Context: an optimization exercise on an open-source flow, tuned for small area and a short achievable clock period. The choices shown serve that exercise and are no tape-out recipe. RTL that was checked went through simulation tests only; none was proved equivalent to the original. Only the layout flow was run in run 2; the RTL was not checked for function there. Power and IR drop assume default switching activity.

[config.mk]
export PLATFORM = sky130hd
export DESIGN_NAME = alu_instrmem_top
export DESIGN_NICKNAME = alu_instrmem_top
export VERILOG_FILES = /design/flow/design.v
export SDC_FILE = /design/flow/constraint.sdc
export NUM_CORES = 4
export LEC_CHECK = 0
export ABC_AREA = 1
export CAP_MARGIN = 20
export CORE_MARGIN = 2
export CORE_UTILIZATION = 40
export SETUP_SLACK_MARGIN = 4
export SLEW_MARGIN = 20
export TNS_END_PERCENT = 0
[constraint.sdc]
create_clock -name core_clock -period 10.0 [get_ports {clk}]
set_input_delay 2.0000 -clock core_clock [delete_from_list [all_inputs] [get_ports {clk}]]
set_output_delay 2.0000 -clock core_clock [all_outputs]
set_load 0.01 [all_outputs]
[design.v]
`timescale 1ns / 1ps
module pfx_add #(parameter W = 16, parameter L = 4) (    
    input  logic [W-1:0] a,
    input  logic [W-1:0] b,
    input  logic         g0,      
    output logic [W-1:0] p,       
    output logic [W:0]   c        
);
    logic [W-1:0] g [0:L];
    logic [W-1:0] q [0:L];
    assign p = a ^ b;
    always_comb begin
        g[0] = a;
        q[0] = p;
        g[0][0] = g0;
        q[0][0] = 1'b0;
        for (int l = 0; l < L; l++) begin
            for (int k = 0; k < W; k++) begin
                if (((k >> l) & 1) == 1) begin
                    g[l+1][k] = q[l][k] ? g[l][((k >> l) << l) - 1] : g[l][k];
                    q[l+1][k] = q[l][k] & q[l][((k >> l) << l) - 1];
                end else begin
                    g[l+1][k] = g[l][k];
                    q[l+1][k] = q[l][k];
                end
            end
        end
        c[0] = 1'b0;
        for (int k = 0; k < W; k++) c[k+1] = g[L][k];
    end
endmodule
`timescale 1ns / 1ps
module alu_instrmem_top(input clk,
        input reset,
        output [7:0] imem_addr,
        input [15:0] imem_data,
        output [9:0] dmem_addr,
        output [15:0] dmem_wdata,
        output dmem_we,
        input [15:0] dmem_rdata,
        output logic ovf_ctrl,
        output logic take_branch
    );
    wire [15:0] i = imem_data;
    wire [2:0] ra = i[9:7];
    wire [2:0] rb = i[4:2];
    wire f0 = i[15:13] == 3'b000;
    wire f2 = i[15:13] == 3'b010;
    wire f4 = i[15:13] == 3'b100;
    wire f6 = i[15:13] == 3'b110;
    wire f7 = i[15:13] == 3'b111;
    wire is_lw   = f2;
    wire is_sw   = f6 & (i[1:0] == 2'b00);
    wire is_beqz = f6 & (i[1:0] == 2'b01);
    wire is_bnez = f7;
    wire is_add  = f4 & (i[11:10] == 2'b01) & (i[1:0] == 2'b10);
    wire is_srai = f4 & (i[11:10] == 2'b01) & (i[1:0] == 2'b01);
    wire is_lgc  = f4 & (i[11:10] == 2'b11) & (i[6:5] != 2'b00);
    wire is_andi = f4 & (i[11:10] == 2'b10);
    wire is_addi = f0 & (i[1:0] == 2'b01);
    wire is_slli = f0 & (i[1:0] == 2'b10);
    wire we = is_lw | is_add | is_srai | is_lgc | is_andi | is_addi | is_slli;
    wire [2:0] wa = i[14] ? rb : ra;
    logic [15:0] R [0:7];
    logic [7:0] valid;
    logic [15:0] wd;
    always_ff @(posedge clk or posedge reset)
        if (reset) valid <= 8'd0;
        else if (we) valid[wa] <= 1'b1;
    always_ff @(posedge clk)
        if (we) R[wa] <= wd;
    wire [5:0] imm6 = {i[12], i[6:2]};
    logic [15:0] A, b;
    logic g0_main, g0_addr;
    always_comb begin
        b = i[15] ? 16'd0 : {{10{i[12]}}, imm6};
        for (int k = 0; k < 8; k++)
            if (rb == k && valid[k] && i[15]) b = b | R[k];
        A = 16'd0;
        g0_main = 1'b0;
        g0_addr = 1'b0;
        for (int k = 0; k < 8; k++)
            if (ra == k && valid[k]) begin
                A = A | R[k];
                g0_main = g0_main | (R[k][0] & b[0]);
                g0_addr = g0_addr | (R[k][2] & i[6]);
            end
    end
    wire [4:0] imm5 = {i[5], i[12], i[11:10], i[6]};
    logic [4:0] ap;
    logic [5:0] ac;
    pfx_add #(5, 3) addr_add (.a(A[6:2]), .b(imm5), .g0(g0_addr), .p(ap), .c(ac));
    wire [4:0] alo = ap ^ ac[4:0];
    wire [2:0] ahi1 = A[9:7] + 3'd1;
    wire [2:0] ahi = ac[5] ? ahi1 : A[9:7];    
    assign dmem_addr = {ahi, alo, A[1:0]};
    wire ovf_mem = ~A[15] & (&A[14:7]) & ac[5];
    logic [15:0] P;
    logic [16:0] C;
    pfx_add #(16, 4) main_add (.a(A), .b(b), .g0(g0_main), .p(P), .c(C));
    wire [15:0] sum = P ^ C[15:0];
    wire ovf_alu = ~P[15] & (C[15] ^ A[15]);
    assign ovf_ctrl = ((is_lw | is_sw) & ovf_mem) | ((is_add | is_addi) & ovf_alu);
    wire t_g = i[10] & i[6];             
    wire t_p = i[10] & ~(i[6] & i[5]);   
    wire [15:0] lg = (A & ({16{t_g}} & ~P)) | ({16{t_p}} & P)
                   | {10'd0, {6{~i[10]}} & A[5:0] & imm6};
    wire [5:0] sh = imm6;
    logic [15:0] Ar, x, y, yr;
    always_comb for (int k = 0; k < 16; k++) Ar[k] = A[15-k];
    assign x = i[15] ? A : Ar;                  
    wire fill = i[15] & A[15];
    wire [31:0] xs = {{16{fill}}, x} >> sh[3:0];
    assign y = (sh[5:4] != 2'b00) ? {16{fill}} : xs[15:0];
    always_comb for (int k = 0; k < 16; k++) yr[k] = y[15-k];
    wire s_rd  = i[14];                                       
    wire s_sum = ~i[14] & (i[15] ? (~i[11] & i[1]) : ~i[1]);  
    wire s_yr  = ~i[14] & ~i[15] & i[1];                      
    wire s_y   = ~i[14] & i[15] & ~i[11] & ~i[1];             
    wire s_lg  = ~i[14] & i[15] & i[11];                      
    assign wd = ({16{s_rd}} & dmem_rdata) | ({16{s_sum}} & sum) | ({16{s_yr}} & yr)
              | ({16{s_y}} & y) | ({16{s_lg}} & lg);
    assign dmem_we = is_sw;
    assign dmem_wdata = b;                      
    wire az = A == 16'd0;
    assign take_branch = (is_beqz & az) | (is_bnez & ~az);
    wire [7:0] off = {i[12], i[6:5], i[2], i[11:10], i[4:3]};
    wire [7:0] inc = take_branch ? off : 8'd1;
    logic [7:0] pc;
    always_ff @(posedge clk or posedge reset)
        if (reset) pc <= 8'd0;
        else pc <= pc + inc;
    assign imem_addr = pc;
endmodule
[flow/run.sh]
#!/bin/bash
# Own layout flow: the standard synthesis, then the standard ORFS layout
# with port buffers that start at the smallest buffer (timing repair upsizes
# the ones that matter), a clock tree built from mid-size clock buffers
# without dummy loads, and setup repair by cell sizing and pin swaps only
# (no inserted buffers or cloned gates). Each step's full output goes to a
# log file here.
set -euo pipefail
bash standard.sh synth > synth.log 2>&1
bash standard.sh \
  "BUFFER_PORTS_ARGS=-buffer_cell sky130_fd_sc_hd__buf_1" \
  "CTS_ARGS=-sink_clustering_enable -repair_clock_nets -dont_use_dummy_load -buf_list {sky130_fd_sc_hd__clkbuf_4 sky130_fd_sc_hd__clkbuf_8}" \
  "SETUP_MOVE_SEQUENCE=unbuffer,sizeup,swap" \
  finish > layout.log 2>&1
[standard.sh]
#!/bin/bash
# synth_recipe.tcl (not shown) runs the flow's synth.tcl, then flattens the netlist and writes it again
# the make line also repeats each setting of config.mk as NAME=value (left out here)
make -C /OpenROAD-flow-scripts/flow DESIGN_CONFIG=/design/flow/config.mk WORK_HOME=/design/flow/orfs CLKGATE_MAP_FILE= SYNTH_SCRIPT=/design/flow/synth_recipe.tcl "${@:-finish}"
==> impl_metrics.toml, run 1 <==
[worst_setup_path]
reg2reg_setup_slack_ns = 5.63
worstSetupPathType = "input port to output pin"
startpoint = "imem_data[9]"
crit_path_max_fanout = 16
startpoint_type = "input port"
cp.required_ns = 8.00
cpPeakStageDelay_ns = 0.58
worstPathArrival_ns = 4.57
worstPathCellList = "buf_12 > nand2_2 > nor2_4 > nand2_1 > nand2_1 > nor2_2 > nand2_4 > ha_4 > inv_4 > nand2_4 > o21ai_4 > a21boi_2 > inv_2 > nand2_2 > nand2_2 > nand3_4 > nand2_4 > nor2_1 > a21oi_1 > buf_2"
worstReg2RegEnd = "pc[7]"
worstRegToRegCells = 26
timing.rr.start = "valid[0]"
crit_slowest_cell = "nor2_4"
critPathCaptureType = "output pin"

[logic_synthesis]
avgSynthCellArea_um2 = 7.55
synth_warnings = 7
synth_edf_count = 128
yosysSeqAreaShare_pct = 40.1
synth_top_area_share_pct = 36.3
syn-cell-area_mm2 = 0.0106
yosys_most_used_dff = "edfxtp_1"
synth_nets = 1449
yosysUniqueCellTypes = 55
synthArstFlopShare_pct = 11.1
yosysTopAreaCell = "edfxtp_1"
synthCells = 1402
synth_area_leaders = "edfxtp_1 (36%), nand2_1 (15%), nand3_1 (11%)"
synth_seq_cells = 144

[worst_hold_path]
hold_depth = 1
worstHoldStart = "pc[0]"
holdPathEnd = "pc[0]"
hold_class = "flop to flop"

[floorplan]
fp.dieH_um = 167
die_x_um = 167
rows = 59
core_area_mm2 = 0.0261
start_util_pct = 40.6
ios = 71
die_area_mm2 = 0.0278

[drt]
wl_mm = 42.6
vias_per_cell = 5.87
drt-initial-drc-count = 1441
wl_per_cell_um = 23.6
route.vias.total = 10576
drc = 0
ant_nets = 0
first_pass_iters = 6

[sta]
period_needed_ns = 6.57
hold_viol = 0
finClkSkew_ns = 0.0419
holdWs_ns = 0.510
worst_pin_slew_ns = 0.990
setup_violations = 0
grt_setup_unrepaired = "yes"
timing.fmax_ghz = 0.152
drv_slew = 0
setup_tns_ns = 0
min_period_over_period_pct = 65.7
relSlewSlack_pct = 33.8

[layout]
drive_above_1_share_pct = 17.9
antennaDiodeCount = 0
stdcell_count = 1802
nets = 1516
syn2layout_area_growth_pct = 11.6
final_common_cell = "nand2_1"
fin_area_mm2 = 0.0118
layout_common_cells = "nand2_1 (395), nand3_1 (236), edfxtp_1 (128), nor2_1 (100), inv_1 (96)"

[place]
place_area_mm2 = 0.0112
place_inst = 1785
hpwl_mm = 32.7
io_buffers = 70
gp_congestion = 1.03

[clock_tree]
cts.sinks = 144
htreeDepth = 4
clockBufferDepth = 2
clk_latency_ns = 0.46
cts_root_buffer = "clkbuf_8"
path_clk_slew_ns = 0.07
post_cts_buffers = 0
cts_tree = "built"
postCtsHoldBufs = 0
cts_made_buffers = 17

[power]
p_per_area_mw_per_mm2 = 137
total_power_mw = 1.63
p_leak_nw = 5.00
vdd_drop_max_uv = 82.2

[global_routing]
gr-usage-all-layers_pct = 30.2
grt_max_degree = 30
grt_pass1_vias = 9615
grt-ovfl-total = 0
grt_pass1_wl_mm = 62.7
antenna_found_initial = 0

[flow_run]
drv_cap = 0

[run_status]
status = "complete, no violations"
-- per-layer routing --
layer	vias to the layer above	wire, um	track usage, %	part of all wire [%]
li1	4851	-	-	-
met1	4994	17900	41.8	42
met2	636	18900	47.1	44
met3	95	4020	5.28	9.4
met4	0	1820	12.3	4.3
met5	-	0	0	0
-- worst max path at each step --
stage                   endpoint  slack, ns  depth (start not counted)
CTS                     ovf_ctrl       3.54                         22
floorplan           dmem_addr[8]       3.99                         18
finish              dmem_addr[8]       3.43                         20
global route            ovf_ctrl       3.33                         23
global placement        ovf_ctrl       2.77                         22
detailed placement      ovf_ctrl       2.74                         22
-- report_power, final --
part           switching, mW  leakage, nW  total [mW]  internal, mW
Combinational          0.389         3.55       0.548         0.159
Sequential            0.0183         1.33       0.720         0.702
Clock                  0.207        0.122       0.358         0.150
-- logic make-up (layout without fill, tap and decap cells) --
family,count (synthesis),count (layout),share of synthesized area (%)
AND/OR/NAND/NOR,943,943,42.9
AO/OA/AOI/OAI,123,123,7.38
adder cells (fa/ha/maj),13,13,1.61
XOR/XNOR,12,12,0.993
buffers and inverters,167,232,7.01
flip-flops,144,144,40.1
-- registers in the layout, summed over array words and instances, names as in the netlist --
signal / flops
valid: 8
R: 128
pc: 8
-- worst max-delay path, delay by kind of cell --
kind | cells | cell delay, ns
adders and majority gates | 1 | 0.24
and+or+nand+nor | 12 | 1.59
buffers and inverters | 4 | 0.40
AOI/OAI and AO/OA | 3 | 0.33
-- cell usage after synthesis (2+ instances only) --
| cell | number |
|---|---|
| nand2_1 | 410 |
| nand3_1 | 241 |
| edfxtp_1 | 128 |
| nor2_1 | 117 |
| inv_1 | 97 |
| nand2_2 | 50 |
| inv_2 | 27 |
| nand4_1 | 27 |
| nor2_2 | 26 |
| a21oi_1 | 25 |
| o21ai_0 | 25 |
| o21ai_1 | 20 |
| nand2_4 | 17 |
| nor2_4 | 17 |
| dfrtp_1 | 16 |
| nand3_2 | 14 |
| ha_1 | 12 |
| buf_6 | 11 |
| clkbuf_1 | 11 |
| nor3_1 | 9 |
| o21ai_2 | 9 |
| o22ai_1 | 9 |
| xor2_1 | 9 |
| o211ai_1 | 8 |
| buf_1 | 7 |
| a221oi_1 | 6 |
| a22oi_1 | 6 |
| buf_2 | 4 |
| buf_4 | 4 |
| inv_4 | 3 |
| nor3_2 | 3 |
| xnor2_1 | 3 |
| a21oi_2 | 2 |
| clkinv_1 | 2 |
| nand3_4 | 2 |
| nand3b_1 | 2 |
| nor3_4 | 2 |
| nor4_1 | 2 |
| o41ai_1 | 2 |
| or2_2 | 2 |
-- per-stage QoR --
| step | setup WS (ns) | util, % |
|---|---|---|
| global route | 3.33 | 45.4 |
| global placement | 2.77 | 42.8 |
| CTS | 3.54 | 45.3 |
| detailed placement | 2.74 | 42.8 |
| finish | 3.43 | 45.4 |
| floorplan | 3.99 | - |
-- final cells by class --
class                      count  area, um^2
inverter                     130         569
clock buffer                  17         234
fill                        2666       14200
multi-input combinational   1091        5890
sequential                   144        4240
tap                          335         419
timing repair buffer          85         470
-- repair_timing --
| action | in CTS | in global routing |
|---|---|---|
| resized for setup | 116 | 6 |
| setup endpoints to repair | 25 | 8 |
| pin swaps | 46 | 4 |
| endpoints found under the hold margin | 0 | 0 |
==> run 2, diff against run 1 <==
--- a/design.v
+++ b/design.v
@@ -91,8 +91,7 @@
     logic [5:0] ac;
     pfx_add #(5, 3) addr_add (.a(A[6:2]), .b(imm5), .g0(g0_addr), .p(ap), .c(ac));
     wire [4:0] alo = ap ^ ac[4:0];
-    wire [2:0] ahi1 = A[9:7] + 3'd1;
-    wire [2:0] ahi = ac[5] ? ahi1 : A[9:7];    
+    wire [2:0] ahi = A[9:7] + {2'b00, ac[5]};
     assign dmem_addr = {ahi, alo, A[1:0]};
     wire ovf_mem = ~A[15] & (&A[14:7]) & ac[5];
     logic [15:0] P;
--- a/config.mk
+++ b/config.mk
@@ -5,7 +5,6 @@
 export SDC_FILE = /design/flow/constraint.sdc
 export NUM_CORES = 4
 export LEC_CHECK = 0
-export ABC_AREA = 1
 export CAP_MARGIN = 20
 export CORE_MARGIN = 2
 export CORE_UTILIZATION = 40
==> run 2 against run 1 <==
  * Final cell count is 32% lower
  * Cell area is 13% lower
  * Sequential power increased by 4.7%
  * Critical endpoint is now ovf_ctrl
  * Count of clock-buffer cells in the layout unchanged
  * Synthesized cell count decreased by 36%
  * Area after synthesis fell by 12%
  * Sequential cell count is the same
  * Largest cell class unchanged
  * Wire length fell by 23%
  * Sequential share of layout area grew 5.6 points
  * Hold slack gained 0.0073 ns
  * Power grew 6.9%
  * Highest routed layer unchanged
  * Core utilization is 0.31 points lower
==> impl_metrics.toml, run 2 <==
[sta]
min_period_over_period_pct = 78.3
drv_slew = 0
holdWs_ns = 0.517
setup_violations = 0
grt_setup_unrepaired = "yes"
period_needed_ns = 7.83
hold_viol = 0
timing.fmax_ghz = 0.128
finClkSkew_ns = 0.0279
relSlewSlack_pct = 35.1
worst_pin_slew_ns = 0.964
setup_tns_ns = 0

[floorplan]
core_area_mm2 = 0.0227
fp.dieH_um = 157
die_x_um = 157
die_area_mm2 = 0.0245
start_util_pct = 41.0
rows = 55
ios = 71

[layout]
num-fill-cells = 2161
reg_top3 = "R x128, pc x8, valid x8"
largest_reg_flops = 128
nets = 993
register_area_mm2 = 0.00424
fin_area_mm2 = 0.0102
final_common_cell = "edfxtp_1"
largest-register = "R"
antennaDiodeCount = 0
layout_common_cells = "edfxtp_1 (128), nand2_1 (66), buf_1 (66), a22oi_1 (62), nor2_1 (59)"
syn2layout_area_growth_pct = 9.99
drive_above_1_share_pct = 12.3
multiInputGateArea_mm2 = 0.00477

[logic_synthesis]
yosysSeqAreaShare_pct = 45.6
synth_edf_count = 128
syn-cell-area_mm2 = 0.00930
yosys_most_used_dff = "edfxtp_1"
avgSynthCellArea_um2 = 10.3
synth_common_cells = "edfxtp_1 (128), nand2_1 (66), a22oi_1 (63)"
synth_seq_cells = 144
synth_top_area_share_pct = 41.3
synthCells = 900
synth_area_leaders = "edfxtp_1 (41%), a22oi_1 (5.1%), dfrtp_1 (4.3%)"
synth_warnings = 7
synth_nets = 948
synthArstFlopShare_pct = 11.1
yosysTopAreaCell = "edfxtp_1"
yosysMostFrequentCell = "edfxtp_1"
yosysUniqueCellTypes = 78

[global_routing]
grt_pass1_wl_mm = 47.9
antenna_found_initial = 0
grt_pass1_vias = 7779
grt_max_degree = 45
gr-usage-all-layers_pct = 26.6
grt-ovfl-total = 0

[place]
gp_congestion = 1.02
hpwl_mm = 23.0
place_area_mm2 = 0.00989
io_buffers = 70

[clock_tree]
post_cts_buffers = 0
clockBufferDepth = 2
cts_root_buffer = "clkbuf_8"
cts_made_buffers = 17
clk_latency_ns = 0.45
cts_tree = "built"
htreeDepth = 4
postCtsHoldBufs = 0
cts.sinks = 144
path_clk_slew_ns = 0.07

[worst_setup_path]
cpPeakStageDelay_ns = 0.85
cp.required_ns = 8.00
crit_slowest_cell = "nor4bb_4"
startpoint_type = "input port"
worstPathCellList = "buf_2 > nor4bb_4 > buf_6 > a22o_1 > a221oi_1 > and3_4 > maj3_1 > a211o_1 > o211a_4 > a32oi_2 > o22ai_1 > maj3_2 > mux2i_1 > a41o_1 > buf_1"
worstPathArrival_ns = 5.83
critPathCaptureType = "output pin"
worstSetupPathType = "input port to output pin"
crit_path_max_fanout = 10

[flow_run]
drv_cap = 0

[worst_hold_path]
hold_class = "flop to flop"

[drt]
vias_per_cell = 6.64
wl_mm = 32.6
drc = 0
drt-initial-drc-count = 1539
ant_nets = 0
route.vias.total = 8157
wl_per_cell_um = 26.5
first_pass_iters = 9

[power]
swShare_pct = 36.2
p_per_area_mw_per_mm2 = 170
p_int_mw = 1.11
pwr-share-clk_pct = 19.0
p_seq_share_pct = 43.4
p_leak_nw = 3.63
power_switching_mw = 0.629
vdd_drop_max_uv = 81.8
p_comb_share_pct = 37.6

[run_status]
status = "complete, no violations"
-- run 2: changes by cell type after synthesis, sizes merged, moves of 15 or more --
cell | previous run | this run
nand2 | 477 | 66
nand3 | 257 | 20
nor2 | 160 | 63
inv | 127 | 38
a22oi | 6 | 63
xnor2 | 3 | 40
and3 | 0 | 31
mux2i | 0 | 31
clkbuf | 11 | 35
o21ai | 54 | 32
nand4 | 27 | 6
a21oi | 28 | 45
a221oi | 6 | 22
a211oi | 0 | 15
-- run 2: worst paths after layout --
| kind | cells after the start | to | start | slack, ns |
|---|---|---|---|---|
| max | 15 | ovf_ctrl | imem_data[7] | 2.17 |
| min | 1 | pc[0] | pc[0] | 0.52 |
| max reg2reg | 20 | pc[7] | valid[3] | 5.04 |
| min reg2reg | 1 | pc[0] | pc[0] | 0.52 |
| max in group asynchronous | 2 | valid[6] | reset | 7.97 |
| min in group asynchronous | 2 | pc[5] | reset | 1.61 |
-- run 2: cell families (layout without fill, tap and decap cells) --
| kind of cell | after synthesis | count (layout) | synth area share (%) |
|---|---|---|---|
| DFF | 144 | 144 | 45.6 |
| muxes | 42 | 42 | 5.39 |
| AOI/OAI and AO/OA | 277 | 277 | 22.0 |
| xor gates and xnor gates | 45 | 45 | 4.24 |
| adders and majority gates | 26 | 26 | 3.31 |
| and+or+nand+nor | 259 | 259 | 14.5 |
| buffers and inverters | 107 | 150 | 4.95 |
-- run 2: layout make-up --
type | instances | area share, %
inverter | 38 | 1.43
sequential | 144 | 41.5
multi-input combinational | 649 | 46.6
tap | 285 | 3.48
timing repair buffer | 95 | 4.68
clock buffer | 17 | 2.29
-- run 2: worst max-delay path, delay by kind of cell --
kind                     cells  cell delay (ns)
AO/OA/AOI/OAI                7             1.28
adder cells (fa/ha/maj)      2             0.74
buffers and inverters        3             0.53
multiplexers                 1             0.13
AND/OR/NAND/NOR              2             1.13
-- run 2: metrics by stage --
step	setup WS (ns)	cells	util (%)	power, mW
detailed placement	1.71	1210	43.6	1.39
CTS	2.27	1227	45.0	1.73
global route	2.07	1228	45.1	1.82
finish	2.17	1228	45.1	1.74
floorplan	2.97	900	-	1.20
global placement	1.80	1210	43.5	1.39
-- run 2: what timing repair did --
| item | in CTS | in global routing |
|---|---|---|
| setup endpoints to repair | 125 | 66 |
| pin swaps | 6 | 4 |
| gates resized for setup | 40 | 2 |
-- run 2: routing by layer --
layer,track usage (%),up-vias,share of wire (%)
li1,-,3578,-
met1,35.6,3902,40
met3,4.57,113,11
met2,41.4,564,44
met5,0,-,0
met4,14.4,0,5.2
-- run 2: power groups by stage --
stage	sequential (mW)	combinational (mW)	clock, mW
floorplan	0.758	0.438	0
global placement	0.764	0.621	0
detailed placement	0.764	0.627	0
CTS	0.752	0.638	0.339
global route	0.758	0.703	0.361
finish	0.754	0.653	0.330
==> run 3, diff against run 2 <==
--- a/design.v
+++ b/design.v
@@ -91,7 +91,8 @@
     logic [5:0] ac;
     pfx_add #(5, 3) addr_add (.a(A[6:2]), .b(imm5), .g0(g0_addr), .p(ap), .c(ac));
     wire [4:0] alo = ap ^ ac[4:0];
-    wire [2:0] ahi = A[9:7] + {2'b00, ac[5]};
+    wire [2:0] ahi1 = A[9:7] + 3'd1;
+    wire [2:0] ahi = ac[5] ? ahi1 : A[9:7];    
     assign dmem_addr = {ahi, alo, A[1:0]};
     wire ovf_mem = ~A[15] & (&A[14:7]) & ac[5];
     logic [15:0] P;
--- a/config.mk
+++ b/config.mk
@@ -7,7 +7,9 @@
 export LEC_CHECK = 0
 export CAP_MARGIN = 20
 export CORE_MARGIN = 2
-export CORE_UTILIZATION = 40
+export CORE_UTILIZATION = 55
 export SETUP_SLACK_MARGIN = 4
 export SLEW_MARGIN = 20
+export SYNTH_HIERARCHICAL = 1
+export SYNTH_MINIMUM_KEEP_SIZE = 0
 export TNS_END_PERCENT = 0
==> run 3 against run 2 <==
  * First-iteration DRC count rose by 12%
  * Area after synthesis fell by 2.6%
  * Sequential cell count did not move
  * Count of clock-buffer cells in the layout did not move
  * Sequential share of layout area rose by 0.90 points
  * Core utilization rose by 18 points
  * Synthesized cell count fell by 2.6%
  * Hold slack improved by 0.011 ns
  * Clock skew rose by 0.0083 ns
  * Non-clock buffer count fell by 9
  * Highest routed layer unchanged
  * Die area fell by 28%
==> impl_metrics.toml, run 3 <==
[power]
p_leak_nw = 3.70
vdd_drop_max_uv = 133
p_per_area_mw_per_mm2 = 175

[sta]
drv_slew = 0
worst_pin_slew_ns = 1.04
setup_violations = 0
setup_tns_ns = 0
finClkSkew_ns = 0.0362
period_needed_ns = 7.51
relSlewSlack_pct = 29.7
hold_viol = 0
grt_setup_unrepaired = "yes"
min_period_over_period_pct = 75.1
timing.fmax_ghz = 0.133

[logic_synthesis]
avgSynthCellArea_um2 = 10.3
synth_warnings = 13
synthCells = 877
synth_nets = 923
syn-cell-area_mm2 = 0.00906

[drt]
drc = 0
route.vias.total = 8602
wl_mm = 34.3
first_pass_iters = 12
vias_per_cell = 7.59
ant_nets = 0
drt-initial-drc-count = 1717
wl_per_cell_um = 30.3

[global_routing]
antenna_found_initial = 0
grt_pass1_wl_mm = 50.1
gr-usage-all-layers_pct = 38.4
grt-ovfl-total = 0
grt_pass1_vias = 8172
grt_max_degree = 33

[floorplan]
ios = 71
die_area_mm2 = 0.0175
core_area_mm2 = 0.0160
rows = 46
fp.dieH_um = 132
die_x_um = 132
start_util_pct = 56.6

[worst_setup_path]
startpoint_type = "input port"
critPathCaptureType = "output pin"
worstPathArrival_ns = 5.51
worstPathCellList = "buf_6 > buf_12 > and2_4 > and3_4 > a22o_1 > a221oi_2 > nand3_2 > a221oi_2 > a211oi_1 > maj3_2 > a21oi_1 > nand2_4 > maj3_2 > xnor2_2 > nand3_2 > o41ai_4 > buf_2"
crit_path_max_fanout = 32
cp.required_ns = 8.00
crit_slowest_cell = "maj3_2"
startpoint = "imem_data[15]"
timing.rr.start = "valid[2]"
cpPeakStageDelay_ns = 0.38
worst-path-buf-inv = 3
worstSetupPathType = "input port to output pin"
crit_family = "compound AO/OA/AOI/OAI gates"

[flow_run]
drv_cap = 0

[clock_tree]
cts.sinks = 144
cts_root_buffer = "clkbuf_8"
postCtsHoldBufs = 0
cts_made_buffers = 17
cts_tree = "built"
clk_latency_ns = 0.47
path_clk_slew_ns = 0.06
post_cts_buffers = 0
clockBufferDepth = 2
htreeDepth = 4

[layout]
syn2layout_area_growth_pct = 10.5
drive_above_1_share_pct = 14.9
nets = 965
register_area_mm2 = 0.00424
largest-register = "R"
layout_common_cells = "edfxtp_1 (128), nand2_1 (79), buf_1 (62), a22oi_1 (56), nor2_1 (54)"
num-fill-cells = 1321
final_common_cell = "edfxtp_1"
antennaDiodeCount = 0
largest_reg_flops = 128
fin_area_mm2 = 0.0100
multiInputGateArea_mm2 = 0.00468
reg_top3 = "R x128, pc x8, valid x8"

[place]
gp_congestion = 1.02
hpwl_mm = 23.7
io_buffers = 70
place_area_mm2 = 0.00952

[worst_hold_path]
hold_class = "flop to flop"
worstHoldStart = "valid[1]"

[run_status]
status = "complete, no violations"
## run 3: area by class of cell
type	instances	area share, %
flip-flops and latches	144	42.4
well taps	216	2.70
clock buffers	17	2.34
inverters	31	1.24
repair buffers	86	4.60
multi-input cells	639	46.8
## run 3: path summary, 6_finish.rpt
path / end / cells after the start / slack [ns]
min in group asynchronous: pc[0] / 2 / 1.63
worst min register to register: valid[1] / 1 / 0.53
worst max register to register: pc[7] / 18 / 4.63
worst max-delay path: ovf_ctrl / 17 / 2.49
max in group asynchronous: valid[6] / 2 / 7.91
worst min-delay path: valid[1] / 1 / 0.53
## run 3: routing by layer
metal | part of all wire, % | vias up | track usage, %
met5 | 0 | - | 0
met4 | 5.4 | 0 | 17.7
met3 | 14 | 163 | 9.61
met2 | 46 | 816 | 61.5
met1 | 35 | 4085 | 49.4
li1 | - | 3538 | -
## run 3: what timing repair did
action                                  in CTS  in global routing
endpoints found under the hold margin        0                  0
gates resized for setup                     77                  7
endpoints found under the setup margin     129                 63
pin swaps                                   29                  9
## run 3: where the power goes
part	switching, mW	total, mW	internal [mW]	leakage, nW
Clock	0.194	0.344	0.150	0.122
Combinational	0.434	0.652	0.218	2.23
Sequential	0.0309	0.754	0.723	1.35
## run 3: through the flow
stage	total power [mW]	utilization [%]	cells	setup slack, ns	hold WS, ns
6_report	1.75	62.6	1133	2.49	0.528
5_1_grt	1.81	62.6	1133	2.43	0.537
4_1_cts	1.71	62.4	1133	2.62	0.526
3_3_place_gp	1.35	59.5	1116	1.78	0.488
2_1_floorplan	1.17	-	877	3.21	0.434
3_5_place_dp	1.37	59.5	1116	1.67	0.497
## run 3: worst reg2reg max path, cell delays in order (launching register included)
cell	delay [ns]
dfrtp_1	0.42
nor4bb_4	0.18
buf_6	0.18
a222oi_1	0.35
nand4_1	0.69
nor3_1	0.53
nand4_1	0.30
or4_4	0.57
a21oi_4	0.27
nand2_1	0.15
inv_2	0.06
ha_1	0.22
a21o_1	0.16
a21oi_1	0.27
o21bai_1	0.12
a21oi_1	0.28
o21ai_0	0.18
xor2_1	0.17
xnor2_1	0.14
==> run 4, diff against run 3 <==
--- a/config.mk
+++ b/config.mk
@@ -5,9 +5,10 @@
 export SDC_FILE = /design/flow/constraint.sdc
 export NUM_CORES = 4
 export LEC_CHECK = 0
+export ABC_AREA = 1
 export CAP_MARGIN = 20
 export CORE_MARGIN = 2
-export CORE_UTILIZATION = 55
+export CORE_UTILIZATION = 40
 export SETUP_SLACK_MARGIN = 4
 export SLEW_MARGIN = 20
 export SYNTH_HIERARCHICAL = 1
==> run 4 against run 3 <==
  * Still clean on timing, DRC and antenna
  * Cell area is 12% higher
  * Core utilization is 18 points lower
  * Clock power hardly changed
  * Non-clock buffer count is 2 lower
  * Final cell count is 51% higher
  * Critical endpoint unchanged
  * Largest power group unchanged
  * Highest routed layer unchanged
==> impl_metrics.toml, run 4 <==
[worst_hold_path]
hold_class = "flop to flop"
worstHoldStart = "pc[0]"

[global_routing]
grt_pass1_vias = 9179
grt-ovfl-total = 0
grt_pass1_wl_mm = 53.9
antenna_found_initial = 0
gr-usage-all-layers_pct = 26.8
grt_max_degree = 29

[drt]
route.vias.total = 9896
wl_mm = 35.8
ant_nets = 0
drt-initial-drc-count = 1374
drc = 0
first_pass_iters = 7
wl_per_cell_um = 21.0
vias_per_cell = 5.80

[layout]
register_area_mm2 = 0.00424
largest-register = "R"
reg_top3 = "R x128, pc x8, valid x8"
nets = 1425
largest_reg_flops = 128
layout_common_cells = "nand2_1 (364), nand3_1 (233), edfxtp_1 (128), inv_1 (98), nor2_1 (74)"
final_common_cell = "nand2_1"
syn2layout_area_growth_pct = 10.6
multiInputGateArea_mm2 = 0.00540
drive_above_1_share_pct = 13.4
num-fill-cells = 2515
antennaDiodeCount = 0

[place]
gp_congestion = 0.982
hpwl_mm = 26.8
io_buffers = 70
detailedPlace.worstSlack_ns = 2.25

[worst_setup_path]
cp.required_ns = 8.00
startpoint_type = "input port"
startpoint = "imem_data[15]"
worstSetupPathType = "input port to output pin"
crit_path_max_fanout = 25
critPathCaptureType = "output pin"
timing.rr.start = "valid[4]"
worstPathArrival_ns = 5.09

[clock_tree]
cts_root_buffer = "clkbuf_8"
cts_made_buffers = 17
htreeDepth = 4
postCtsHoldBufs = 0
clockBufferDepth = 2
clk_latency_ns = 0.45
cts_tree = "built"
path_clk_slew_ns = 0.08
cts.sinks = 144

[sta]
setup_violations = 0
setup_tns_ns = 0
drv_slew = 0
finClkSkew_ns = 0.0313
grt_setup_unrepaired = "yes"
worst_pin_slew_ns = 0.867
period_needed_ns = 7.09
relSlewSlack_pct = 42.2
min_period_over_period_pct = 70.9
setup_ws_ns = 2.91
hold_viol = 0
timing.fmax_ghz = 0.141

[floorplan]
fp.dieH_um = 163
core_area_mm2 = 0.0250
rows = 58
ios = 71
start_util_pct = 40.5
die_x_um = 163
die_area_mm2 = 0.0266

[power]
p_leak_nw = 4.67
p_per_area_mw_per_mm2 = 138
vdd_drop_max_uv = 88.8

[logic_synthesis]
synth_nets = 1382
synth_warnings = 13
synthCells = 1336
avgSynthCellArea_um2 = 7.59
syn-cell-area_mm2 = 0.0101

[run_status]
status = "complete, no violations"

[flow_run]
drv_cap = 0
## run 4: changes by cell type in the layout (fill, tap and decap cells not counted), moves of 33 or more
cell      delta
nand2_1    +285
inv_1       +74
a22oi_1     -33
nand3_1    +209
a222oi_1    -34
## run 4: routing by layer
metal | GRT usage (%) | part of all wire (%)
met2 | 44.2 | 47
met4 | 9.81 | 3.2
met3 | 4.95 | 8.9
met1 | 35.2 | 41
met5 | 0 | 0
## run 4: repair_timing
action,4_1_cts,5_1_grt
resized for setup,52,21
pin swaps,23,17
buffers inserted,0,0
setup endpoints to repair,85,24
endpoints found under the hold margin,0,0
## run 4: cell type report
class | instances | area share (%)
tap | 330 | 3.68
sequential | 144 | 37.8
timing repair buffer | 84 | 3.67
clock buffer | 17 | 2.09
inverter | 123 | 4.53
multi-input combinational | 1009 | 48.2
## run 4: final timing paths
path                             to  slack [ns]  cells past startpoint
max                        ovf_ctrl        2.91                     19
min                           pc[0]        0.52                      1
max reg2reg                R[4][12]        5.73                     19
min reg2reg                   pc[0]        0.52                      1
max in group asynchronous  valid[4]        7.98                      2
min in group asynchronous     pc[3]        1.59                      2
## run 4: power by group
part | total [mW] | internal, mW | switching, mW | leakage (nW)
clock | 0.342 | 0.150 | 0.192 | 0.122
sequential | 0.720 | 0.702 | 0.0182 | 1.33
combinational | 0.491 | 0.143 | 0.349 | 3.22
## run 4: worst max-delay path: stages
cell,delay [ns]
buf_6,0.10
buf_16,0.17
nand2_4,0.12
clkinvlp_4,0.25
nand3_2,0.18
clkinvlp_4,0.39
a221oi_2,0.40
nand4_1,0.28
nand2_1,0.19
nand2_1,0.08
nor2_1,0.11
nand2_2,0.10
nand3_4,0.16
nand3_4,0.08
nand2_4,0.10
a21oi_2,0.05
o21ai_1,0.10
o32ai_2,0.08
buf_2,0.14
## run 4: per-stage QoR
stage,util (%),power (mW),cells,hold WS [ns],instance area [um^2]
after floorplan,-,1.06,1336,0.439,10300
after global routing,44.8,1.63,1707,0.538,11200
final,44.8,1.55,1707,0.516,11200
after global placement,42.7,1.20,1689,0.493,10700
after CTS,44.4,1.54,1706,0.515,11100
after detailed placement,42.7,1.20,1689,0.496,10700
==> run 5, diff against run 4 <==
--- a/config.mk
+++ b/config.mk
@@ -5,7 +5,6 @@
 export SDC_FILE = /design/flow/constraint.sdc
 export NUM_CORES = 4
 export LEC_CHECK = 0
-export ABC_AREA = 1
 export CAP_MARGIN = 20
 export CORE_MARGIN = 2
 export CORE_UTILIZATION = 40
==> run 5 against run 4 <==
  * First-iteration DRC count is 18% lower
  * Global-route usage increased by 1.3 points
  * Sequential share of layout area increased by 4.2 points
  * Fmax shrank 4.1%
  * Core utilization is 0.20 points higher
  * Cell area is 10% lower
  * Clock power barely moved
  * Area after synthesis fell by 11%
  * Sequential power is 4.6% higher
  * Critical path type unchanged
==> impl_metrics.toml, run 5 <==
[run_status]
status = "complete, no violations"

[layout]
multiInputGateArea_mm2 = 0.00463
largest_reg_flops = 128
num-fill-cells = 2135
syn2layout_area_growth_pct = 11.4
fin_area_mm2 = 0.0101
register_area_mm2 = 0.00424
layout_common_cells = "edfxtp_1 (128), nand2_1 (80), buf_1 (62), a22oi_1 (56), nor2_1 (53)"
nets = 971
largest-register = "R"
reg_top3 = "R x128, pc x8, valid x8"
antennaDiodeCount = 0
final_common_cell = "edfxtp_1"
drive_above_1_share_pct = 15.0

[sta]
drv_slew = 0
min_period_over_period_pct = 73.9
timing.fmax_ghz = 0.135
setup_violations = 0
worst_pin_slew_ns = 1.09
period_needed_ns = 7.39
relSlewSlack_pct = 26.7
grt_setup_unrepaired = "yes"
setup_tns_ns = 0
hold_viol = 0
finClkSkew_ns = 0.0496

[floorplan]
start_util_pct = 40.4
die_x_um = 155
ios = 71
core_area_mm2 = 0.0224
fp.dieH_um = 155
rows = 55
die_area_mm2 = 0.0239

[drt]
vias_per_cell = 6.81
route.vias.total = 8232
first_pass_iters = 9
drc = 0
ant_nets = 0
wl_mm = 33.7
wl_per_cell_um = 27.9
drt-initial-drc-count = 1130

[flow_run]
drv_cap = 0

[clock_tree]
cts.sinks = 144
cts_tree = "built"
htreeDepth = 4
clockBufferDepth = 2
clk_latency_ns = 0.47
cts_root_buffer = "clkbuf_8"
cts_made_buffers = 17
path_clk_slew_ns = 0.07

[power]
p_per_area_mw_per_mm2 = 171
p_seq_share_pct = 43.5
swShare_pct = 37.0
power_switching_mw = 0.641
p_comb_share_pct = 36.9
p_leak_nw = 3.71
vdd_drop_max_uv = 72.1
p_int_mw = 1.09
pwr-share-clk_pct = 19.6

[worst_setup_path]
cpPeakStageDelay_ns = 0.36
crit_slowest_cell = "a222oi_1"
crit_path_max_fanout = 16
cp.required_ns = 8.00
worstRegToRegCells = 17
worstSetupPathType = "input port to output pin"
startpoint_type = "input port"
critPathCaptureType = "output pin"
worstPathCellList = "buf_8 > and4bb_1 > buf_12 > a222oi_1 > nand2_1 > or2_4 > and2_4 > maj3_2 > o21ai_2 > maj3_2 > a21o_2 > nand2_2 > maj3_2 > xnor2_2 > nand3_2 > o41ai_4 > buf_2"
crit_family = "simple AND/OR/NAND/NOR gates"
cp.depth = 17
worstPathArrival_ns = 5.39
crit_path_frequent_cell = "maj3_2"
worst-path-buf-inv = 3

[place]
io_buffers = 70
place_area_mm2 = 0.00967
hpwl_mm = 23.5
gp_congestion = 1.03

[global_routing]
grt-ovfl-total = 0
grt_pass1_vias = 8131
antenna_found_initial = 0
grt_pass1_wl_mm = 50.4
gr-usage-all-layers_pct = 28.1
grt_max_degree = 33

[worst_hold_path]
hold_depth = 1
hold_class = "flop to flop"

[logic_synthesis]
syn-cell-area_mm2 = 0.00906
avgSynthCellArea_um2 = 10.3
synth_nets = 923
synth_warnings = 13
synthCells = 877
==> run 5: routing by layer <==
layer,track usage [%],part of all wire (%)
met5,0,0
met4,13.6,4.7
met3,5.69,10
met2,45.5,46
met1,36.1,39
==> run 5: power by group through the flow <==
stage | combinational (mW) | sequential (mW) | clock (mW)
detailed placement | 0.611 | 0.765 | 0
global placement | 0.609 | 0.765 | 0
floorplan | 0.409 | 0.762 | 0
CTS | 0.623 | 0.754 | 0.347
finish | 0.638 | 0.753 | 0.339
global route | 0.687 | 0.757 | 0.370
==> run 5: per-stage QoR <==
step                      hold slack, ns  util, %  total power [mW]  setup WS [ns]  instances
final                              0.521     45.0              1.73           2.61       1208
after detailed placement           0.492     43.1              1.38           1.59       1191
after floorplan                    0.434        -              1.17           3.21        877
after CTS                          0.519     44.9              1.72           2.63       1208
after global routing               0.534     45.0              1.81           2.46       1208
after global placement             0.497     43.1              1.37           1.76       1191
==> run 5: worst paths after layout <==
| kind | from | endpoint | slack [ns] |
|---|---|---|---|
| max | imem_data[7] | ovf_ctrl | 2.61 |
| min | valid[0] | valid[0] | 0.52 |
| max reg2reg | valid[4] | R[1][7] | 5.00 |
| min reg2reg | valid[0] | valid[0] | 0.52 |
| max in group asynchronous | reset | valid[4] | 7.96 |
| min in group asynchronous | reset | pc[1] | 1.60 |
==> run 5: what timing repair did <==
item | CTS | global route
gates cloned | 0 | 0
hold buffers | 0 | 0
setup endpoints to repair | 137 | 46
setup buffers | 0 | 0
pin swaps | 14 | 10
gates resized for setup | 62 | 4
==> run 5: area by class of cell <==
type / count / share of cell area [%]
inverters: 31 / 1.25
repair buffers: 92 / 4.96
multi-input cells: 639 / 45.9
flip-flops and latches: 144 / 42.0
well taps: 285 / 3.53
clock buffers: 17 / 2.32
==> run 6, diff against run 5 <==
--- a/flow/run.sh
+++ b/flow/run.sh
@@ -9,6 +9,6 @@
 bash standard.sh synth > synth.log 2>&1
 bash standard.sh \
   "BUFFER_PORTS_ARGS=-buffer_cell sky130_fd_sc_hd__buf_1" \
-  "CTS_ARGS=-sink_clustering_enable -repair_clock_nets -dont_use_dummy_load -buf_list {sky130_fd_sc_hd__clkbuf_4 sky130_fd_sc_hd__clkbuf_8}" \
+  "CTS_ARGS=-sink_clustering_enable -repair_clock_nets -dont_use_dummy_load -sink_clustering_size 30 -sink_clustering_max_diameter 100 -buf_list {sky130_fd_sc_hd__clkbuf_4 sky130_fd_sc_hd__clkbuf_8}" \
   "SETUP_MOVE_SEQUENCE=unbuffer,sizeup,swap" \
   finish > layout.log 2>&1
--- a/config.mk
+++ b/config.mk
@@ -10,6 +10,4 @@
 export CORE_UTILIZATION = 40
 export SETUP_SLACK_MARGIN = 4
 export SLEW_MARGIN = 20
-export SYNTH_HIERARCHICAL = 1
-export SYNTH_MINIMUM_KEEP_SIZE = 0
 export TNS_END_PERCENT = 0
==> run 6 against run 5 <==
  * Still clean on timing, DRC and antenna
  * Power up 5.2%
  * Global-route usage fell by 0.091 points
  * First-iteration DRC count up 5.9%
  * Fmax is 0.15% lower
  * Sequential share of layout area is 3.2 points lower
  * Clock skew shrank 0.027 ns
  * Register-to-register slack worse by 0.18 ns
  * Critical endpoint unchanged
==> impl_metrics.toml, run 6 <==
[place]
hpwl_mm = 26.7
detailedPlace.worstSlack_ns = 1.86
place_inst = 1301
io_buffers = 70
gp_congestion = 0.997
place_area_mm2 = 0.0104

[power]
total_power_mw = 1.82
p_leak_nw = 3.72
vdd_drop_max_uv = 83.8
p_per_area_mw_per_mm2 = 167

[layout]
nets = 1045
layout_common_cells = "edfxtp_1 (128), nand2_1 (65), buf_1 (62), nor2_1 (56), a22oi_1 (56)"
register_area_mm2 = 0.00424
fin_area_mm2 = 0.0109
antennaDiodeCount = 0
final_core_utilization_pct = 45.2
final_common_cell = "edfxtp_1"
stdcell_count = 1320
largest-register = "R"
drive_above_1_share_pct = 17.5
syn2layout_area_growth_pct = 11.6
num-fill-cells = 2251
multiInputGateArea_mm2 = 0.00536
reg_top3 = "R x128, pc x8, valid x8"
largest_reg_flops = 128

[floorplan]
rows = 57
start_util_pct = 40.5
die_area_mm2 = 0.0257
die_x_um = 160
core_area_mm2 = 0.0242
fp.dieH_um = 160
ios = 71

[logic_synthesis]
syn-cell-area_mm2 = 0.00979
yosysUniqueCellTypes = 91
synthCells = 967
synthArstFlopShare_pct = 11.1
synth_nets = 1014
yosysMostFrequentCell = "edfxtp_1"
synth_warnings = 7
yosysTopAreaCell = "edfxtp_1"
avgSynthCellArea_um2 = 10.1
synth_edf_count = 128
synth_area_leaders = "edfxtp_1 (39%), a22oi_1 (4.8%), dfrtp_1 (4.1%)"
synth_seq_cells = 144
synth_top_area_share_pct = 39.3
yosys_most_used_dff = "edfxtp_1"
synth_common_cells = "edfxtp_1 (128), nand2_1 (69), nor2_1 (65)"
yosysSeqAreaShare_pct = 43.4

[clock_tree]
post_cts_buffers = 0
clockBufferDepth = 2
clk_latency_ns = 0.46
cts_made_buffers = 17
cts_tree = "built"
path_clk_slew_ns = 0.08
cts_root_buffer = "clkbuf_8"
htreeDepth = 4
cts.sinks = 144

[sta]
holdWs_ns = 0.507
relSlewSlack_pct = 28.1
finClkSkew_ns = 0.0227
min_period_over_period_pct = 74.0
setup_tns_ns = 0
worst_pin_slew_ns = 1.07
hold_viol = 0
timing.fmax_ghz = 0.135
setup_ws_ns = 2.60
setup_violations = 0
period_needed_ns = 7.40
grt_setup_unrepaired = "yes"
drv_slew = 0

[global_routing]
grt-ovfl-total = 0
grt_max_degree = 38
gr-usage-all-layers_pct = 28.0
antenna_found_initial = 0
grt_pass1_wl_mm = 53.9
grt_pass1_vias = 8266

[drt]
wl_mm = 36.8
drc = 0
ant_nets = 0
first_pass_iters = 6
wl_per_cell_um = 27.9
vias_per_cell = 6.72
drt-initial-drc-count = 1197
route.vias.total = 8870

[flow_run]
drv_cap = 0

[worst_setup_path]
startpoint = "imem_data[3]"
worstPathArrival_ns = 5.40
timing.rr.start = "valid[2]"
worstReg2RegEnd = "pc[7]"
crit_end = "ovf_ctrl"
reg2reg_setup_slack_ns = 4.82
cp.required_ns = 8.00
worstRegToRegCells = 20
worstSetupPathType = "input port to output pin"
crit_path_max_fanout = 14
startpoint_type = "input port"
critPathCaptureType = "output pin"

[worst_hold_path]
hold_class = "flop to flop"

[run_status]
status = "complete, no violations"
==> run 6: cell count changes in the layout (fill, tap and decap cells not counted), moves of 17 or more <==
cell | previous run | this run
and3_1 | 4 | 25
xor2_1 | 36 | 3
a222oi_1 | 34 | 6
nand3_1 | 24 | 43
o22ai_1 | 18 | 1
xnor2_1 | 7 | 35
==> run 6: worst max-delay path, cell delays in order <==
cell      delay [ns]
clkbuf_8        0.17
nor4b_4         0.71
and2_4          0.33
a222oi_1        0.11
and3_4          0.22
inv_4           0.07
a31oi_4         0.04
o31a_1          0.33
o31ai_2         0.27
nand3_2         0.14
maj3_4          0.37
o21ai_4         0.21
a21oi_2         0.09
o211ai_1        0.18
buf_2           0.16
==> run 6: worst min path at each step <==
stage	from	end	slack [ns]	cells after the start
after global placement	pc[0]	pc[0]	0.49	1
after CTS	pc[0]	pc[0]	0.51	1
final	pc[0]	pc[0]	0.51	1
after global routing	valid[5]	valid[5]	0.54	1
after floorplan	valid[5]	valid[5]	0.44	1
after detailed placement	pc[0]	pc[0]	0.49	1
==> run 6: repair_timing <==
item                                    4_1_cts  5_1_grt
endpoints found under the setup margin      136       20
resized for setup                            44       28
pin swaps                                    21       22
hold buffers                                  0        0
==> run 6: area by class of cell <==
| class | count | share of cell area [%] |
|---|---|---|
| tap | 324 | 3.71 |
| clock buffer | 17 | 2.14 |
| multi-input combinational | 708 | 49.0 |
| timing repair buffer | 92 | 4.81 |
| inverter | 35 | 1.45 |
| sequential | 144 | 38.9 |
==> run 6: metal layers <==
metal | part of all wire [%] | global-route usage [%] | up-vias
met1 | 40 | 38.1 | 4267
met3 | 10 | 4.29 | 135
li1 | - | - | 3813
met4 | 5.1 | 13.1 | 0
met2 | 45 | 44.2 | 655
met5 | 0 | 0 | -
==> run 6: cells by family (layout without fill, tap and decap cells) <==
kind of cell,after synthesis,after routing,share of synthesized area [%]
compound gates,273,273,20.4
mux,27,27,4.58
simple gates,342,342,19.6
fa+ha+maj,24,24,2.95
xor+xnor,42,42,3.76
flops,144,144,43.4
buf+inv,115,144,5.34
==> run 6: where the power goes <==
part           internal (mW)  switching [mW]  total (mW)
logic                  0.262           0.439       0.701
registers              0.714          0.0547       0.768
clock network          0.150           0.201       0.351
total                   1.13           0.694        1.82
==> run 7, diff against run 6 <==
==> flow/run.sh (replaced) <==
#!/bin/bash
# Own layout flow: the standard synthesis, then the standard ORFS layout
# with port buffers that start at the smallest buffer (timing repair upsizes
# the ones that matter), a clock tree built from mid-size clock buffers
# without dummy loads, and setup repair by cell sizing pin swaps and gate cloning
# (no inserted buffers). Each step's full output goes to a
# log file here.
set -euo pipefail
bash standard.sh synth > synth.log 2>&1
bash standard.sh \
  "BUFFER_PORTS_ARGS=-buffer_cell sky130_fd_sc_hd__buf_1" \
  "CTS_ARGS=-sink_clustering_enable -repair_clock_nets -dont_use_dummy_load -sink_clustering_size 30 -sink_clustering_max_diameter 100 -buf_list {sky130_fd_sc_hd__clkbuf_4 sky130_fd_sc_hd__clkbuf_8}" \
  "SETUP_MOVE_SEQUENCE=unbuffer,sizeup,swap,clone" \
  finish > layout.log 2>&1
==> run 7 against run 6 <==
  * Still clean on timing, DRC and antenna
  * Synthesized cell count did not move
  * Global-route usage grew 1.3 points
  * Sequential cell count stayed put
  * Clock skew is essentially flat
  * Critical path depth stayed put
  * Power is 1.0% higher
  * Clock power is essentially flat
  * Count of clock-buffer cells in the layout unchanged
  * Final cell count rose by 1.1%
  * Die area unchanged
  * Setup slack gained 0.17 ns
==> impl_metrics.toml, run 7 <==
[global_routing]
gr-usage-all-layers_pct = 29.3
grt_max_degree = 40
grt-ovfl-total = 0
grt_pass1_wl_mm = 56.0
grt_pass1_vias = 8489
antenna_found_initial = 1

[worst_setup_path]
cp.required_ns = 8.00
timing.rr.start = "valid[2]"
cpPeakStageDelay_ns = 0.65
startpoint_type = "input port"
crit_path_frequent_cell = "maj3_2"
crit_family = "simple AND/OR/NAND/NOR gates"
worst-path-buf-inv = 3
crit_slowest_cell = "nor4bb_4"
critPathCaptureType = "output pin"
worstPathCellList = "buf_16 > nor4bb_4 > buf_4 > a22oi_1 > nand2_1 > nor4_4 > maj3_2 > maj3_2 > o21ai_2 > nand3_2 > maj3_4 > o21ai_4 > a21oi_2 > o211ai_1 > buf_2"
worstSetupPathType = "input port to output pin"
startpoint = "imem_data[8]"
crit_path_max_fanout = 5
worstPathArrival_ns = 5.23

[drt]
wl_met3_mm = 4.42
drc = 0
wl_mm = 38.6
drt-initial-drc-count = 1323
vias_per_cell = 6.84
ant_nets = 0
top_layer_used = "met4"
first_pass_iters = 7
wl_met2_mm = 16.8
route.vias.total = 9124
wl_met1_mm = 15.1
wl_per_cell_um = 28.9

[logic_synthesis]
yosysSeqAreaShare_pct = 43.4
synthCells = 967
yosysTopAreaCell = "edfxtp_1"
synth_seq_cells = 144
yosysMostFrequentCell = "edfxtp_1"
syn-cell-area_mm2 = 0.00979
synth_top_area_share_pct = 39.3
yosysUniqueCellTypes = 91
avgSynthCellArea_um2 = 10.1
yosys_most_used_dff = "edfxtp_1"
synth_warnings = 7
synthArstFlopShare_pct = 11.1
synth_edf_count = 128
synth_common_cells = "edfxtp_1 (128), nand2_1 (69), nor2_1 (65)"
synth_area_leaders = "edfxtp_1 (39%), a22oi_1 (4.8%), dfrtp_1 (4.1%)"
synth_nets = 1014

[floorplan]
die_area_mm2 = 0.0257
start_util_pct = 40.5
core_area_mm2 = 0.0242
ios = 71
fp.dieH_um = 160
die_x_um = 160
rows = 57

[sta]
finClkSkew_ns = 0.0231
holdWs_ns = 0.507
grt_setup_unrepaired = "yes"
relSlewSlack_pct = 24.3
period_needed_ns = 7.23
setup_violations = 0
setup_ws_ns = 2.77
min_period_over_period_pct = 72.3
setup_tns_ns = 0
worst_pin_slew_ns = 1.13
drv_slew = 0
timing.fmax_ghz = 0.138
hold_viol = 0

[layout]
syn2layout_area_growth_pct = 14.4
stdcell_count = 1334
drive_above_1_share_pct = 18.5
fin_area_mm2 = 0.0112
final_core_utilization_pct = 46.3
reg_top3 = "R x128, pc x8, valid x8"
final_common_cell = "edfxtp_1"
nets = 1058
largest-register = "R"
layout_common_cells = "edfxtp_1 (128), nand2_1 (67), buf_1 (62), nor2_1 (57), a22oi_1 (54)"
largest_reg_flops = 128

[clock_tree]
cts_root_buffer = "clkbuf_8"
path_clk_slew_ns = 0.08
postCtsHoldBufs = 0
cts.sinks = 144
cts_tree = "built"
clk_latency_ns = 0.45
clockBufferDepth = 2
cts_made_buffers = 17
htreeDepth = 4

[place]
place_inst = 1301
gp_congestion = 0.997
place_area_mm2 = 0.0104
io_buffers = 70
hpwl_mm = 26.7
detailedPlace.worstSlack_ns = 1.86

[power]
p_leak_nw = 3.85
total_power_mw = 1.84
vdd_drop_max_uv = 83.9
p_per_area_mw_per_mm2 = 164

[flow_run]
drv_cap = 0

[worst_hold_path]
worstHoldStart = "pc[0]"
hold_class = "flop to flop"

[run_status]
status = "complete, no violations"
==> run 7: cell count changes in the layout (fill, tap and decap cells not counted), moves of 3 or more <==
cell and delta:
and4bb_2 -3, bufbuf_16 +3, and4bb_4 +3, and2_1 -3
==> run 7: metal layers <==
layer,track usage [%],vias to the layer above
li1,-,3865
met1,39.4,4363
met2,44.9,731
met3,5.73,165
met4,15.5,0
met5,0,-
==> run 7: what timing repair did <==
item | CTS | global route
cloned | 12 | 1
pin swaps | 25 | 8
setup buffers | 0 | 0
endpoints found under the setup margin | 136 | 14
resized for setup | 86 | 5
==> run 7: report_power, final <==
part           internal (mW)  total, mW  switching, mW
Clock                  0.150      0.348          0.198
Sequential             0.714      0.771         0.0578
Combinational          0.273      0.719          0.447
Total                   1.14       1.84          0.703
==> run 7: path summary, 6_finish.rpt <==
path	cells after the start	endpoint	slack, ns
setup / recovery	15	ovf_ctrl	2.77
hold / removal	1	pc[0]	0.51
setup reg to reg	20	pc[7]	4.95
hold reg to reg	1	pc[0]	0.51
max in group asynchronous	2	pc[2]	7.95
min in group asynchronous	2	pc[4]	1.61
==> run 7: final cells by class <==
class	count	area [um^2]
Fill cell	2233	13000
Multi-Input combinational cell	713	5450
Sequential cell	144	4240
Timing Repair Buffer	98	691
Tap cell	324	405
Clock buffer	17	234
Inverter	35	156
Timing Repair inverter	2	10.0
Antenna cell	1	2.50
==> run 7: kinds of logic after synthesis <==
logic type	synth area share [%]
and+or+nand+nor	19.6
AOI/OAI and AO/OA	20.4
DFF	43.4
buffers and inverters	5.34
xor gates and xnor gates	3.76
muxes	4.58
adders and majority gates	2.95
==> run 8, diff against run 7 <==
==> flow/run.sh (replaced) <==
#!/bin/bash
# Own layout flow: the standard synthesis, then the standard ORFS layout
# with port buffers that start at the smallest buffer (timing repair upsizes
# the ones that matter), a clock tree built from mid-size clock buffers
# without dummy loads, and setup repair by cell sizing and pin swaps only
# (no inserted buffers or cloned gates), and nets of more than 10 pins buffered before that. Each step's full output goes to a
# log file here.
set -euo pipefail
bash standard.sh synth > synth.log 2>&1
bash standard.sh \
  "BUFFER_PORTS_ARGS=-buffer_cell sky130_fd_sc_hd__buf_1" \
  "CTS_ARGS=-sink_clustering_enable -repair_clock_nets -dont_use_dummy_load -buf_list {sky130_fd_sc_hd__clkbuf_4 sky130_fd_sc_hd__clkbuf_8}" \
  "SETUP_MOVE_SEQUENCE=unbuffer,sizeup,swap" \
  "PRE_RESIZE_TCL=$PWD/flow/fanout.tcl" \
  finish > layout.log 2>&1
==> flow/fanout.tcl (new file) <==
# Sourced before the placement-stage repair_design: nets driving more than
# 10 pins get buffered, which keeps the register-select nets fast.
set_max_fanout 10 [current_design]
--- a/config.mk
+++ b/config.mk
@@ -5,6 +5,7 @@
 export SDC_FILE = /design/flow/constraint.sdc
 export NUM_CORES = 4
 export LEC_CHECK = 0
+export ABC_AREA = 1
 export CAP_MARGIN = 20
 export CORE_MARGIN = 2
 export CORE_UTILIZATION = 40
==> run 8 against run 7 <==
  * Critical path depth up 5
  * Core utilization up 1.1 points
  * Register-to-register slack better by 0.28 ns
  * Final cell count up 40%
  * Count of clock-buffer cells in the layout unchanged
  * Sequential share of layout area down 3.5 points
  * First-iteration DRC count up 22%
  * Critical path type unchanged
  * Critical endpoint is now dmem_addr[8]
==> impl_metrics.toml, run 8 <==
[sta]
period_needed_ns = 6.90
drv_slew = 0
worst_pin_slew_ns = 0.938
setup_violations = 0
setup_ws_ns = 3.10
grt_setup_unrepaired = "yes"
timing.fmax_ghz = 0.145
hold_viol = 0
finClkSkew_ns = 0.0424
min_period_over_period_pct = 69.0
holdWs_ns = 0.516
relSlewSlack_pct = 37.2
setup_tns_ns = 0

[worst_setup_path]
critPathCaptureType = "output pin"
cp.required_ns = 8.00
worstPathArrival_ns = 4.90
crit_end = "dmem_addr[8]"
startpoint = "imem_data[9]"
crit_path_max_fanout = 10
worstSetupPathType = "input port to output pin"
worstRegToRegCells = 27
timing.rr.start = "valid[0]"
startpoint_type = "input port"
worstReg2RegEnd = "pc[7]"
reg2reg_setup_slack_ns = 5.23

[clock_tree]
cts.sinks = 144
cts_tree = "built"
clk_latency_ns = 0.47
clockBufferDepth = 2
htreeDepth = 4
cts_root_buffer = "clkbuf_8"
cts_made_buffers = 17
path_clk_slew_ns = 0.09

[logic_synthesis]
synth_warnings = 7
yosysSeqAreaShare_pct = 40.1
synth_nets = 1449
synth_top_area_share_pct = 36.3
synth_area_leaders = "edfxtp_1 (36%), nand2_1 (15%), nand3_1 (11%)"
yosys_most_used_dff = "edfxtp_1"
avgSynthCellArea_um2 = 7.55
yosysTopAreaCell = "edfxtp_1"
synth_seq_cells = 144
synth_common_cells = "nand2_1 (410), nand3_1 (241), edfxtp_1 (128)"
synthArstFlopShare_pct = 11.1
yosysMostFrequentCell = "nand2_1"
synth_edf_count = 128
yosysUniqueCellTypes = 55
synthCells = 1402
syn-cell-area_mm2 = 0.0106

[place]
gp_congestion = 1.03
place_inst = 1846
hpwl_mm = 36.8
io_buffers = 70
detailedPlace.worstSlack_ns = 0.300

[global_routing]
gr-usage-all-layers_pct = 32.5
antenna_found_initial = 0
grt_pass1_wl_mm = 66.5
grt_max_degree = 17
grt_pass1_vias = 10218
grt-ovfl-total = 0

[layout]
reg_top3 = "R x128, pc x8, valid x8"
stdcell_count = 1863
antennaDiodeCount = 0
syn2layout_area_growth_pct = 16.6
nets = 1577
drive_above_1_share_pct = 19.0
largest-register = "R"
num-fill-cells = 2623
layout_common_cells = "nand2_1 (400), nand3_1 (238), edfxtp_1 (128), inv_1 (97), nor2_1 (95)"
final_common_cell = "nand2_1"
largest_reg_flops = 128

[drt]
ant_nets = 0
wl_mm = 45.8
wl_per_cell_um = 24.6
first_pass_iters = 6
drt-initial-drc-count = 1620
route.vias.total = 11015
drc = 0
vias_per_cell = 5.91

[floorplan]
core_area_mm2 = 0.0261
ios = 71
die_area_mm2 = 0.0278
fp.dieH_um = 167
start_util_pct = 40.6
die_x_um = 167
rows = 59

[run_status]
status = "complete, no violations"

[power]
p_leak_nw = 5.29
vdd_drop_max_uv = 89.7
p_per_area_mw_per_mm2 = 133
total_power_mw = 1.64

[worst_hold_path]
hold_class = "flop to flop"

[flow_run]
drv_cap = 0
## run 8: timing repair
item,in CTS,in global routing
buffers inserted,0,0
resized for setup,218,37
setup endpoints to repair,298,158
pin swaps,25,31
hold buffers,0,0
## run 8: logic make-up (layout without fill, tap and decap cells)
group / count (synthesis) / after routing / share of synthesized area, %
AO/OA/AOI/OAI: 123 / 123 / 7.38
adder cells (fa/ha/maj): 13 / 13 / 1.61
AND/OR/NAND/NOR: 943 / 943 / 42.9
buffers and inverters: 167 / 293 / 7.01
XOR/XNOR: 12 / 12 / 0.993
flip-flops: 144 / 144 / 40.1
## run 8: how the worst min path moves through the flow
stage,from,end,slack (ns),cells after the start
floorplan,valid[3],valid[3],0.45,2
global placement,valid[3],valid[3],0.47,2
detailed placement,pc[0],pc[0],0.50,1
CTS,pc[0],pc[0],0.52,1
global route,pc[0],pc[0],0.55,1
finish,pc[0],pc[0],0.52,1
## run 8: area by class of cell
class / instances / area [um^2] / area share, %
Clock buffer: 17 / 234 / 1.90
Inverter: 130 / 510 / 4.13
Multi-Input combinational cell: 1091 / 5930 / 48.0
Sequential cell: 144 / 4240 / 34.4
Tap cell: 335 / 419 / 3.39
Timing Repair Buffer: 146 / 1010 / 8.16
## run 8: worst max-delay path: stages
cell and delay (ns):
buf_2 0.18, nor2_2 0.28, clkdlybuf4s15_2 0.49, nand3_1 0.11, nand2_1 0.10, nor2_2 0.05, nand2_4 0.12, ha_1 0.26
inv_1 0.09, nand2_1 0.09, o21ai_2 0.10, a21boi_2 0.10, inv_2 0.05, nand2_1 0.05, nand2_1 0.08, nand3_2 0.15
nand2_2 0.17, nor2_1 0.05, a21oi_1 0.17, buf_1 0.18
## run 8: layer usage
| layer | vias up | part of all wire, % | global-route usage, % |
|---|---|---|---|
| li1 | 4984 | - | - |
| met1 | 5120 | 40 | 43.4 |
| met2 | 754 | 44 | 50.2 |
| met3 | 157 | 10 | 6.42 |
| met4 | 0 | 5.8 | 16.4 |
| met5 | - | 0 | 0 |
## run 8: power breakdown
group / internal, mW / leakage, nW / switching (mW) / total, mW
Sequential: 0.702 / 1.33 / 0.0182 / 0.720
Combinational: 0.171 / 3.83 / 0.400 / 0.571
Clock: 0.150 / 0.122 / 0.200 / 0.350
Total: 1.02 / 5.29 / 0.618 / 1.64
## run 8: through the flow
stage,utilization (%),area (um^2)
finish,47.4,12300
detailed placement,45.2,11800
CTS,46.9,12200
global route,47.4,12300
global placement,42.8,11200
floorplan,-,10600

afterwards: timing with drivers on the ports:
The flow's constraints put no driver on any port. The routed layouts listed below were extracted and timed again, unchanged, in two steps. Step 1 assumes that a clkbuf_16 drives the clock port and a buf_2 every other input. Step 2, shift: input delay + t, output delay - t, t = (earliest + latest rising clock arrival at the registers) / 2. This alone moves slack from input paths to output paths. Slacks: ideal ports / drivers / drivers and shift; pairs: ideal ports / drivers.
| run | t (ns) | setup WS [ns] | slew at the worst register clock pin (ns) | worst data-port slew with drivers (ns) |
|---|---|---|---|---|
| run 1 | 0.481 | 3.428 / 3.367 / 3.367 | 0.10 / 0.10 | 0.06 |
| run 2 | 0.478 | 2.170 / 2.152 / 2.152 | 0.08 / 0.08 | 0.04 |
| run 3 | 0.490 | 2.493 / 2.457 / 2.457 | 0.09 / 0.09 | 0.06 |
| run 4 | 0.480 | 2.907 / 2.870 / 2.870 | 0.08 / 0.08 | 0.05 |
| run 5 | 0.487 | 2.606 / 2.557 / 2.557 | 0.11 / 0.11 | 0.06 |
| run 6 | 0.483 | 2.595 / 2.527 / 2.527 | 0.08 / 0.08 | 0.09 |
| run 7 | 0.478 | 2.770 / 2.672 / 2.672 | 0.08 / 0.08 | 0.18 |
| run 8 | 0.487 | 3.095 / 3.063 / 2.953 | 0.10 / 0.10 | 0.04 |
After both steps every run listed still meets setup and hold. For run 8, which loses most, drivers alone change the setup slack by -0.032 ns; drivers and shift together by -0.142 ns.
